What follows belongs to an exercise in optimizing a design on an open flow for small area; a production flow would make more cautious choices. At most, simulation tests tie the RTL to the original design; equivalence was not proved. Power figures rest on the tool's default switching activity, not on a simulated workload.

Design safety_monitor, start of the top module:
module safety_monitor (
    input         clk,
    input         rstn,                          
    input         laser_pulse,                   
    input         adc_sdo,                       
    input  [31:0] pulse_width_lower_limit,
    input  [31:0] pulse_width_upper_limit,
    input  [31:0] rate_lower_limit,
    input  [15:0] drive_current_limit,
    input  [2:0]  dynamic_control,               
    output        ta_shutdown,
    output        pulse_lower_limit_fail,
    output        pulse_upper_limit_fail,
    output        rate_lower_limit_fail,
    output        power_peak_current_limit_fail,
    output        adc_sck,
    output        adc_convert,
    output        start_timer,
    output        adc_data_valid,
    output [15:0] adc_data_value,
    output [15:0] peak_power_value
);
Size in the first run: about 160 I/O pins.
clock: 5.0 ns
lec_check: 0
cap_margin: 20
core_margin: 2
core_utilization: 40
place_density: 0.6
slew_margin: 20
standard.sh (not shown) runs the stock make flow with config.mk's settings and CLKGATE_MAP_FILE= SYNTH_SCRIPT=/design/flow/synth_recipe.tcl, a recipe that flattens the netlist after the stock synthesis.
==> flow/flow/run.sh <==
#!/bin/bash
# Layout flow: the standard ORFS flow (standard.sh) with
#  - the standard synthesis, whose combinational logic is then re-mapped by
#    ABC for area (flip-flops untouched, see reopt.ys.in); four ABC scripts
#    (flow/area*.abc) are tried and the smallest netlist that meets timing
#    after layout is kept,
#  - buf_1 port buffers,
#  - a clock tree of clkbuf_4 without dummy loads.
# Each tool's output goes to its own log here; ORFS also keeps per-step logs
# under orfs/logs/.
set -euo pipefail
LIB=$FLOW_HOME/platforms/sky130hd/lib/sky130_fd_sc_hd__tt_025C_1v80.lib
R=orfs/results/sky130hd/safety_monitor/base
ARGS=(
  "SETUP_SLACK_MARGIN=0.15"
  "BUFFER_PORTS_ARGS=-buffer_cell sky130_fd_sc_hd__buf_1"
  "CTS_ARGS=-sink_clustering_enable -repair_clock_nets -dont_use_dummy_load -buf_list sky130_fd_sc_hd__clkbuf_4 -root_buf sky130_fd_sc_hd__clkbuf_4 -sink_clustering_size 40 -sink_clustering_max_diameter 200"
)
bash standard.sh "${ARGS[@]}" synth > synth.log 2>&1
cp $R/1_2_yosys.v 1_2_yosys.standard.v
python3 flow/libcomb.py $LIB comb_models.v > libcomb.log 2>&1
for k in 1 2 3 4; do
  sed -e "s#@LIB@#$LIB#g" -e "s#@IN@#1_2_yosys.standard.v#" -e "s#@OUT@#reopt_$k.v#" \
      -e "s#@TOP@#$FLOW_TOP#" -e "s#@ABC@#flow/area$k.abc#" -e "s#@STAT@#reopt_stat_$k.txt#" \
      flow/reopt.ys.in > reopt_$k.ys
  yosys -s reopt_$k.ys > reopt_$k.log 2>&1 &
done
wait
# candidates, smallest first; if the layout of one misses timing, the next
# one is laid out
cands=$(for k in 1 2 3 4; do echo "$(grep 'Chip area' reopt_stat_$k.txt | awk '{print $NF}') $k"; done | sort -g | awk '{print $2}')
n=0
for k in $cands; do
  n=$((n + 1))
  echo "laying out reopt_$k.v" >> reopt_choice.log
  cp reopt_$k.v $R/1_2_yosys.v
  rm -f $R/1_synth.* $R/2_* $R/3_* $R/4_* $R/5_* $R/6_*
  bash standard.sh "${ARGS[@]}" finish > flow_$n.log 2>&1
  ws=$(python3 -c "import json; print(json.load(open('orfs/logs/sky130hd/safety_monitor/base/6_report.json'))['finish__timing__setup__ws'])")
  echo "reopt_$k.v: setup slack $ws" >> reopt_choice.log
  if python3 -c "import sys; sys.exit(0 if float('$ws') >= 0.15 else 1)"; then break; fi
  if [ $n -ge 3 ]; then break; fi
done
Other scripts of this flow, unchanged in this note and not shown: flow/flow/area1.abc, flow/flow/area2.abc, flow/flow/area3.abc, flow/flow/area4.abc, flow/flow/libcomb.py, flow/flow/reopt.ys.in
Rerun with:
--- a/flow/design.v
+++ b/flow/design.v
@@ -63,60 +63,63 @@
     end
 end
 always @(posedge clk or negedge rstn) begin
     if (!rstn) begin
         state        <= S_PWRUP;
         p            <= 14'd0;
         convert_r    <= 1'b0;
         valid_r      <= 1'b0;
     end else begin
         valid_r <= 1'b0;
         case (state)
             S_PWRUP: begin
-                if ((p & 14'd8330) == 14'd8330 && tc == 3'd1) begin
+                if (p == 14'd8330 && tc == 3'd1) begin
                     p     <= 14'd0;
                     state <= S_INIT;
                 end else if (tc == 3'd7) p <= p + 14'd1;
             end
             S_INIT: begin
                 if (!lp5 && lp0) state <= S_IDLE;
             end
             S_IDLE: begin
-                if ((p & 14'd3001) == 14'd3001) begin
+                if (p == 14'd3001) begin
                     p         <= 14'd0;
                     convert_r <= 1'b0;
                     state     <= S_CONV;
                 end else begin
                     p         <= p + 14'd1;
                     convert_r <= 1'b1;
                 end
             end
             S_CONV: begin
-                if ((p[4:0] & 5'd21) == 5'd21) begin
+                if (p[4:0] == 5'd21) begin
                     p[4:0]    <= 5'd0;
                     convert_r <= 1'b0;
                     state     <= S_SCK;
-                end else p <= p + 14'd1;
+                end else p[4:0] <= p[4:0] + 5'd1;
             end
             S_SCK: begin
-                if ((p[4:0] & 5'd29) == 5'd29) convert_r <= 1'b1;
-                p <= p + 14'd1;
+                if (p[4:0] == 5'd29) convert_r <= 1'b1;
+                p[4:0] <= p[4:0] + 5'd1;
                 if (p[4:0] == 5'd31) state <= S_REP;
             end
             S_REP: begin
                 valid_r <= 1'b1;
-                if (p[8:7] == 2'b11) begin
+                if (p[8:5] == 4'd11) begin
                     p     <= 14'd0;
                     state <= S_DONE;
-                end else state <= S_CONV;
+                end else begin
+                    p[8:5] <= p[8:5] + 4'd1;
+                    state  <= S_CONV;
+                end
             end
             S_DONE: begin
                 if (lp2 && !lp1) state <= S_INIT;
             end
             default: state <= S_PWRUP;
         endcase
     end
 end
 function automatic [11:0] avg12(input [11:0] x, input [11:0] y);
     integer i;
     reg c;
     reg [12:0] sum;
@@ -159,25 +162,25 @@
     end else begin
         if (pfail) begin
             if (dynamic_control[1] | dynamic_control[0]) pfail <= 1'b0;
         end else if (pchk) begin
             if (gt_r) begin
                 pfail <= 1'b1;
                 pchk  <= 1'b0;
             end
         end else if (!lp1 && lp0) pchk <= 1'b1;
     end
 end
 assign power_peak_current_limit_fail = pfail;
-reg        acc;
+reg        acc, cfa;
 reg        lpt, lpt_d;
 reg [1:0]  mode;
 reg        f_lo, f_up, f_rate;
 localparam [1:0] M_IDLE = 2'd0, M_WIDTH = 2'd1, M_RATE = 2'd2, M_ARMED = 2'd3;
 wire any_fail = f_lo | f_up | f_rate;
 wire rise     = !lpt_d & lpt;
 wire idle     = (mode == M_IDLE) || (mode == M_ARMED);
 wire [1:0] idle_next = rise ? M_ARMED : M_IDLE;
 reg [31:0] cn;
 reg        rot_carry, rot_clr;
 wire       cnt_load  = idle || (mode == M_RATE && lpt_d);
 wire       clr_eff   = tick ? cnt_load : rot_clr;
@@ -204,51 +207,48 @@
 always @(posedge clk or negedge rstn) begin
     if (!rstn) begin
         lpt    <= 1'b0;
         lpt_d  <= 1'b0;
         mode   <= M_IDLE;
         f_lo   <= 1'b0;
         f_up   <= 1'b0;
         f_rate <= 1'b0;
     end else if (tick) begin
         lpt   <= lp0 & laser_ready;
         lpt_d <= lpt;
         if (any_fail) begin
-            if (mode[0]) begin
+            if (cfa) begin
                 f_lo   <= 1'b0;
                 f_up   <= 1'b0;
                 f_rate <= 1'b0;
                 mode   <= idle_next;
-            end else mode <= {1'b0, acc};
+            end
         end else begin
             case (mode)
                 M_IDLE:  mode <= idle_next;
                 M_ARMED: mode <= M_WIDTH;
                 M_WIDTH: begin
                     if (!lpt_d) begin
-                        if (count_gt_up) begin
-                            f_up <= 1'b1;
-                            mode <= {1'b0, acc};
-                        end else if (count_lt_lo) begin
-                            f_lo <= 1'b1;
-                            mode <= {1'b0, acc};
-                        end else mode <= M_RATE;
+                        if (count_gt_up)      f_up <= 1'b1;
+                        else if (count_lt_lo) f_lo <= 1'b1;
+                        else                  mode <= M_RATE;
                     end
                 end
                 M_RATE: begin
                     if (lpt_d) begin
-                        if (rate_c) begin
-                            f_rate <= 1'b1;
-                            mode   <= {1'b0, acc};
-                        end else mode <= M_WIDTH;
+                        if (rate_c) f_rate <= 1'b1;
+                        else        mode   <= M_WIDTH;
                     end else if (!rate_c) mode <= idle_next;
                 end
             endcase
         end
     end
 end
-always @(posedge clk) acc <= dynamic_control[0] | (acc & (tc != 3'd7));
+always @(posedge clk) begin
+    acc <= dynamic_control[0] | (acc & (tc != 3'd7));
+    if (tick) cfa <= acc;
+end
 assign pulse_lower_limit_fail = f_lo;
 assign pulse_upper_limit_fail = f_up;
 assign rate_lower_limit_fail  = f_rate;
 assign ta_shutdown = f_lo | f_up | f_rate | pfail;
 endmodule
=> The new run went through all stages and came out clean; utilization rises by 0.14 points; die area came out higher slightly; non-clock buffer count came out lower by 1; wire length barely changes; total power is higher slightly; hold slack hardly moves; global-route usage decreases by 0.20 points; sequential share of layout area stays flat; combinational power came out lower by a few percent.
The RTL of the second run of this note was laid out without a check of its function.

## separate check: timing with driven ports
The flow's constraints put no driver on any port. The routed layouts listed below were extracted and timed again, unchanged, in two steps.
Step 1 assumes that a clkbuf_16 drives the clock port and a buf_2 every other input.
Step 2, shift: input delay + t, output delay - t, t = (earliest + latest rising clock arrival at the registers) / 2. This alone moves slack from input paths to output paths.
a / b / c = no drivers / after step 1 / after step 2; a / b = the first two.
run | t (ns) | setup slack, ns | latest minus earliest clock arrival (ns) | worst slew at a driven data input, ns | pins driven straight from the clock port
the first run | 0.534 | 0.327 / 0.327 / -0.009 | 0.035 / 0.035 | 0.06 | 1
the second run | 0.539 | 0.267 / 0.267 / 0.055 | 0.042 / 0.042 | 0.06 | 1
With both steps, setup timing fails in the first run, where it was met with ideal ports. For the first run, which loses most, drivers alone change the setup slack by 0.000 ns; drivers and shift together by -0.336 ns.
